Source: an optimization exercise on an open RTL-to-GDS flow (aim: a short achievable clock period and few clock cycles). Production flows keep margins and buffers that such runs may drop.
Only simulation tests tie the RTL to the original design; equivalence was not proved.

==> inputs of zinc <==
==> flow/design.v <==
`timescale 1ns / 1ps
module risc16(clk, rst, imem_addr, imem_data, wb_en, wb_reg, wb_data);
	input         clk, rst;
	output [15:0] imem_addr;
	input  [15:0] imem_data;
	output        wb_en;
	output [2:0]  wb_reg;
	output [15:0] wb_data;
	localparam NB = 16;    
	localparam PW = 4;     
	integer i;
	function [17:0] exec1;
		input [15:0] ins;
		input [15:0] A, B;
		input [15:0] rin;
		input        bin;
		reg   [15:0] r;
		reg          b;
		reg   [4:0]  cmp;
		reg          l;
		begin
			l   = ins[11];
			cmp = {l ? ($signed(A) < $signed(B)) : (A < B),
			       l ? ($signed(A) > $signed(B)) : (A > B),
			       (B == 16'd0), (A == 16'd0), (A == B)};
			r = rin;
			b = bin;
			case (ins[15:12])
				4'd0:  begin r = A + B; b = 1'b0; end
				4'd1:  begin r = A | B; b = 1'b0; end
				4'd2:  begin r = A & B; b = 1'b0; end
				4'd3:  begin r = A ^ B; b = 1'b0; end
				4'd4:  begin r = ~A;    b = 1'b0; end
				4'd8:  begin r = l ? {ins[7:0], 8'h00} : {8'h00, ins[7:0]}; b = 1'b0; end
				4'd9:  r = {rin[15:5], cmp};
				4'd10: r = A << B[2:0];
				4'd11: r = B >> B[2:0];
				4'd12: begin r = l ? A : {8'h00, ins[7:0]}; b = 1'b1; end
				4'd13: begin r = A; b = B[{l, ins[1:0]}]; end
				default: ;
			endcase
			exec1 = {~(ins[15:12] == 4'd7 || ins[15:12] == 4'd12 || ins[15:12] == 4'd13), b, r};
		end
	endfunction
	function [16:0] jump1;
		input [15:0] ins;
		input [15:0] A, B;
		input [15:0] rin;
		input        bin;
		reg   [15:0] r;
		reg          b;
		reg   [4:0]  cmp;
		reg          l;
		begin
			l   = ins[11];
			cmp = {l ? ($signed(A) < $signed(B)) : (A < B),
			       l ? ($signed(A) > $signed(B)) : (A > B),
			       (B == 16'd0), (A == 16'd0), (A == B)};
			r = rin;
			b = bin;
			case (ins[15:12])
				4'd0, 4'd1, 4'd2, 4'd3, 4'd4, 4'd8: b = 1'b0;
				4'd9:  r = {rin[15:5], cmp};
				4'd10: r = A << B[2:0];
				4'd11: r = B >> B[2:0];
				4'd12: begin r = l ? A : {8'h00, ins[7:0]}; b = 1'b1; end
				4'd13: begin r = A; b = B[{l, ins[1:0]}]; end
				default: ;
			endcase
			jump1 = {b, r};
		end
	endfunction
	reg [15:0] R [0:7];
	reg [15:0] res_q;
	reg        br_q;
	reg        bv   [0:NB-1];    
	reg [15:0] btag [0:NB-1];    
	reg [15:0] btgt [0:NB-1];    
	reg        bfz  [0:NB-1];    
	reg [15:0] bwin [0:NB-1];    
	reg [15:0] bwpc [0:NB-1];    
	reg [PW-1:0] bptr;
	reg  [15:0] fpc_q;
	wire [15:0] fpc_inc = fpc_q + 16'd1;
	reg  [15:0] l_tgt, l_win, l_wpc;
	reg         l_hit, l_fz;
	always @(*) begin
		l_tgt = 16'd0; l_win = 16'd0; l_wpc = 16'd0;
		l_hit = 1'b0;  l_fz = 1'b0;
		for (i = 0; i < NB; i = i + 1)
			if (bv[i] && btag[i] == fpc_q) begin
				l_tgt = l_tgt | btgt[i];
				l_win = l_win | bwin[i];
				l_wpc = l_wpc | bwpc[i];
				l_fz  = l_fz  | bfz[i];
				l_hit = 1'b1;
			end
	end
	wire [15:0] pred_next = l_hit ? l_tgt : fpc_inc;
	reg        f2_v;
	reg [15:0] f2_pc, f2_pc1, f2_pred;
	reg        f2_fz;
	reg [15:0] f2_win, f2_wpc;
	wire [15:0] f2_wpc1 = f2_wpc + 16'd1;
	reg        ex_v;
	reg [15:0] ex_ir, ex_pc, ex_pc1, ex_pred;
	reg        ex_seq0, ex_seq1;    
	reg        ex_fz;
	reg        ex_pc1_is_wpc;
	reg [15:0] ex_win, ex_wpc, ex_wpc1;
	reg [15:0] ex_a0, ex_b0, ex_a1, ex_b1;
	reg        ex_fa0, ex_fb0, ex_fa1, ex_fb1;
	wire [15:0] A0 = ex_fa0 ? res_q : ex_a0;
	wire [15:0] B0 = ex_fb0 ? res_q : ex_b0;
	wire [15:0] A1 = ex_fa1 ? res_q : ex_a1;
	wire [15:0] B1 = ex_fb1 ? res_q : ex_b1;
	wire [17:0] x0 = exec1(ex_ir, A0, B0, res_q, br_q);
	wire        w0 = x0[17];
	wire [15:0] res0 = x0[15:0];
	wire [3:0]  op0 = ex_ir[15:12];
	wire [15:0] imm0 = {8'h00, ex_ir[7:0]};
	wire [15:0] res0j = (op0 == 4'd12) ? (ex_ir[11] ? A0 : imm0) :
	                    (op0 == 4'd13) ? A0 : res_q;
	wire        br0j  = (op0 == 4'd12) ? 1'b1 :
	                    (op0 == 4'd13) ? B0[{ex_ir[11], ex_ir[1:0]}] : br_q;
	wire [17:0] x1 = exec1(ex_win, A1, B1, res0j, br0j);
	wire        w1 = x1[17];
	wire [15:0] res1 = x1[15:0];
	wire [16:0] j0 = jump1(ex_ir, A0, B0, res_q, br_q);
	wire [16:0] j1 = jump1(ex_win, A1, B1, res0j, br0j);
	wire        br0 = j0[16], br1 = j1[16];
	wire [15:0] next0 = br0 ? j0[15:0] : ex_pc1;
	wire [15:0] next1 = br1 ? j1[15:0] : ex_wpc1;
	wire        use1 = ex_fz & ~w0 & (br0j ? (res0j == ex_wpc) : ex_pc1_is_wpc);
	wire [15:0] res_f  = use1 ? res1 : res0;
	wire        br_f   = use1 ? br1 : br0;
	wire        wen_f  = ex_v & (use1 ? w1 : w0);
	wire [2:0]  wreg_f = use1 ? ex_win[10:8] : ex_ir[10:8];
	wire [15:0] next_f = use1 ? next1 : next0;
	wire m0 = br0 ? (j0[15:0] != ex_pred) : ~ex_seq0;
	wire m1 = br1 ? (j1[15:0] != ex_pred) : ~ex_seq1;
	wire mispred = ex_v & (use1 ? m1 : m0);
	reg        lj_v;
	reg [15:0] lj_pc;
	reg        ua_v;
	reg [15:0] ua_key, ua_win, ua_wpc, ua_tgt;
	reg        ub_v;
	reg [15:0] ub_key, ub_tgt, ub_lpc1;
	reg        ub_fz;       
	reg        ub_jfail;    
	reg [NB-1:0] ma, mb;
	reg          ha, hb, hb_fz;
	always @(*) begin
		ha = 1'b0; hb = 1'b0; hb_fz = 1'b0;
		for (i = 0; i < NB; i = i + 1) begin
			ma[i] = bv[i] && btag[i] == ua_key;
			mb[i] = bv[i] && btag[i] == ub_key;
			if (ma[i]) ha = 1'b1;
			if (mb[i]) begin hb = 1'b1; hb_fz = hb_fz | bfz[i]; end
		end
	end
	wire ub_seq  = (ub_tgt == ub_lpc1);
	wire a_do    = ua_v;
	wire b_do    = ub_v & ~(ua_v && ua_key == ub_key);
	wire a_alloc = a_do & ~ha;
	wire b_skip  = ~ub_fz & ~ub_jfail & hb & hb_fz;
	wire b_alloc = b_do & ~hb & ~ub_seq;
	wire [PW-1:0] pa = bptr;
	wire [PW-1:0] pb = a_alloc ? bptr + 1'b1 : bptr;
	always @(posedge clk) begin
		if (rst) begin
			fpc_q <= 16'd0;
			f2_v  <= 1'b0;
			ex_v  <= 1'b0;
			ua_v  <= 1'b0;
			ub_v  <= 1'b0;
			lj_v  <= 1'b0;
			bptr  <= {PW{1'b0}};
			for (i = 0; i < NB; i = i + 1) bv[i] <= 1'b0;
		end else begin
			fpc_q   <= mispred ? next_f : pred_next;
			f2_v    <= ~mispred;
			ex_v    <= f2_v & ~mispred;
			if (ex_v) begin
				lj_v  <= use1 ? ~w1 : ~w0;
				lj_pc <= use1 ? ex_wpc : ex_pc;
			end
			ua_v <= ex_v & lj_v & ~ex_fz;
			ub_v <= ex_v;
			for (i = 0; i < NB; i = i + 1) begin
				if ((a_do && ma[i]) || (a_alloc && pa == i)) begin
					bv[i]   <= 1'b1;
					btag[i] <= ua_key;
					bfz[i]  <= 1'b1;
					bwin[i] <= ua_win;
					bwpc[i] <= ua_wpc;
					btgt[i] <= ua_tgt;
				end else if (b_do && mb[i] && !b_skip) begin
					btgt[i] <= ub_tgt;
					if (!ub_fz) begin
						bfz[i] <= 1'b0;
						if (ub_seq) bv[i] <= 1'b0;
					end
				end else if (b_alloc && pb == i) begin
					bv[i]   <= 1'b1;
					btag[i] <= ub_key;
					bfz[i]  <= 1'b0;
					btgt[i] <= ub_tgt;
				end
			end
			bptr <= bptr + a_alloc + b_alloc;
		end
	end
	always @(posedge clk) begin
		f2_pc   <= fpc_q;
		f2_pc1  <= fpc_inc;
		f2_pred <= pred_next;
		f2_fz   <= l_hit & l_fz;
		f2_win  <= l_win;
		f2_wpc  <= l_wpc;
		ex_ir   <= imem_data;
		ex_pc   <= f2_pc;
		ex_pc1  <= f2_pc1;
		ex_pred <= f2_pred;
		ex_seq0 <= (f2_pc1 == f2_pred);
		ex_seq1 <= (f2_wpc1 == f2_pred);
		ex_fz   <= f2_fz;
		ex_win  <= f2_win;
		ex_wpc  <= f2_wpc;
		ex_wpc1 <= f2_wpc1;
		ex_pc1_is_wpc <= (f2_pc1 == f2_wpc);
		ex_a0   <= R[imem_data[4:2]];
		ex_b0   <= R[imem_data[7:5]];
		ex_a1   <= R[f2_win[4:2]];
		ex_b1   <= R[f2_win[7:5]];
		ex_fa0  <= wen_f & (wreg_f == imem_data[4:2]);
		ex_fb0  <= wen_f & (wreg_f == imem_data[7:5]);
		ex_fa1  <= wen_f & (wreg_f == f2_win[4:2]);
		ex_fb1  <= wen_f & (wreg_f == f2_win[7:5]);
		ua_key  <= lj_pc;
		ua_win  <= ex_ir;
		ua_wpc  <= ex_pc;
		ua_tgt  <= next0;
		ub_key  <= ex_pc;
		ub_tgt  <= next_f;
		ub_lpc1 <= use1 ? ex_wpc1 : ex_pc1;
		ub_fz   <= use1;
		ub_jfail <= ex_fz & ~use1;
	end
	reg        wb_en_q;
	reg [2:0]  wb_reg_q;
	reg [15:0] wb_data_q;
	always @(posedge clk) begin
		if (rst) begin
			res_q   <= 16'd0;
			br_q    <= 1'b0;
			wb_en_q <= 1'b0;
			for (i = 0; i < 8; i = i + 1) R[i] <= 16'd0;
		end else begin
			wb_en_q <= wen_f;
			if (ex_v) begin
				res_q <= res_f;
				br_q  <= br_f;
			end
			if (wen_f) R[wreg_f] <= res_f;
		end
		wb_reg_q  <= wreg_f;
		wb_data_q <= res_f;
	end
	assign imem_addr = fpc_q;
	assign wb_en     = wb_en_q;
	assign wb_reg    = wb_reg_q;
	assign wb_data   = wb_data_q;
endmodule
==> flow/run.sh <==
#!/bin/bash
# synth_recipe.tcl (not shown) runs the flow's synth.tcl, then flattens the netlist and writes it again
# the make line also repeats each setting of config.mk as NAME=value (left out here)
make -C /OpenROAD-flow-scripts/flow DESIGN_CONFIG=/design/flow/config.mk WORK_HOME=/design/flow/orfs CLKGATE_MAP_FILE= SYNTH_SCRIPT=/design/flow/synth_recipe.tcl finish
==> flow/config.mk <==
export PLATFORM = sky130hd
export DESIGN_NAME = risc16
export DESIGN_NICKNAME = risc16
export VERILOG_FILES = /design/flow/design.v
export SDC_FILE = /design/flow/constraint.sdc
export NUM_CORES = 4
export LEC_CHECK = 0
export ABC_CLOCK_PERIOD_IN_PS = 2000
export CAP_MARGIN = 20
export CORE_MARGIN = 2
export CORE_UTILIZATION = 60
export CTS_CLUSTER_SIZE = 30
export SETUP_SLACK_MARGIN = 5
export SLEW_MARGIN = 20
==> flow/constraint.sdc <==
create_clock -name core_clock -period 8.0 [get_ports {clk}]
set_input_delay 1.6000 -clock core_clock [delete_from_list [all_inputs] [get_ports {clk}]]
set_output_delay 1.6000 -clock core_clock [all_outputs]
set_load 0.01 [all_outputs]
==> willow: changes against zinc <==
- ABC_CLOCK_PERIOD_IN_PS: 2000 -> 2500
- CORE_UTILIZATION: 60 -> 40
- CTS_CLUSTER_SIZE: 30 -> unset
==> comparison table <==
item                                                                     willow                      zinc
Run status                                     no timing/DRC/antenna violations    stopped before the end
Failing step                                                                  -  global routing (5_1_grt)
Die height                                                          462 microns               378 microns
Post-Syn Nets                                                             6,838                     6,838
DPL Wire Length                                                          226 mm                    202 mm
Synthesis warning total                                                       7                         7
Number of placed instances with taps included                             9,229                     8,264
Number of enable-type register cells in the synthesized netlist           1,184                     1,184
Buffers inserted during post-CTS setup optimization                         824                       749
Floorplan row count                                                         168                       137
Fraction of post-synthesis cell area in the top cell type by area         42.3%                     42.3%
Number of hold-repair buffers added at the cts stage                          0                         0
Number of library cell types mapped by synthesis                            104                       104
TritonCTS buffer count                                                      174                       167
Number of gates resized after CTS                                         1,532                     1,341
Flops & latches, synth                                                    1,625                     1,625
Initial core utilization                                                  40.2%                     60.4%
Fraction of registers with async set/reset                                   0%                        0%
Area of placed instances                                           90,100 sq um              88,600 sq um
Compound-cell area share of the yosys netlist                             9.45%                     9.45%
Register area share after synthesis                                       52.8%                     52.8%
Overall die width                                                   462 microns               378 microns
Final weighted congestion in routability-driven placement                 0.998                      1.05
Worst slack after detailed placement                                    1.98 ns                   2.49 ns
Testbench counts of zinc, summed over its fixed seeds: cycles 11,168.
Testbench counts of willow, summed over its fixed seeds: cycles 11,168.

re-timing with driven ports:
The flow's constraints put no driver on any port. The routed layout listed below was extracted and timed again, unchanged, in two steps.
Step 1 sets driving cells, clkbuf_16 on the clock port and buf_2 on the other inputs (assumed; they add their load-dependent delay and slew).
Step 2 adds t to the input delays and takes it off the output delays; t is the mean of the earliest and latest rising clock arrival at the registers after step 1. Input paths then give back, and output paths get back, about the clock's delay inside the block.
Slacks: no drivers / after step 1 / after step 2; pairs: no drivers / after step 1.
run: willow
shift t [ns]: 0.952
slack for setup (ns): 3.683 / 3.683 / 3.683
worst hold slack (ns): 0.323 / 0.323 / 0.323
clock arrival spread, ns: 0.065 / 0.065
After both steps setup and hold are still met in willow. For willow, drivers alone change the setup slack by 0.000 ns; drivers and shift together by 0.000 ns.
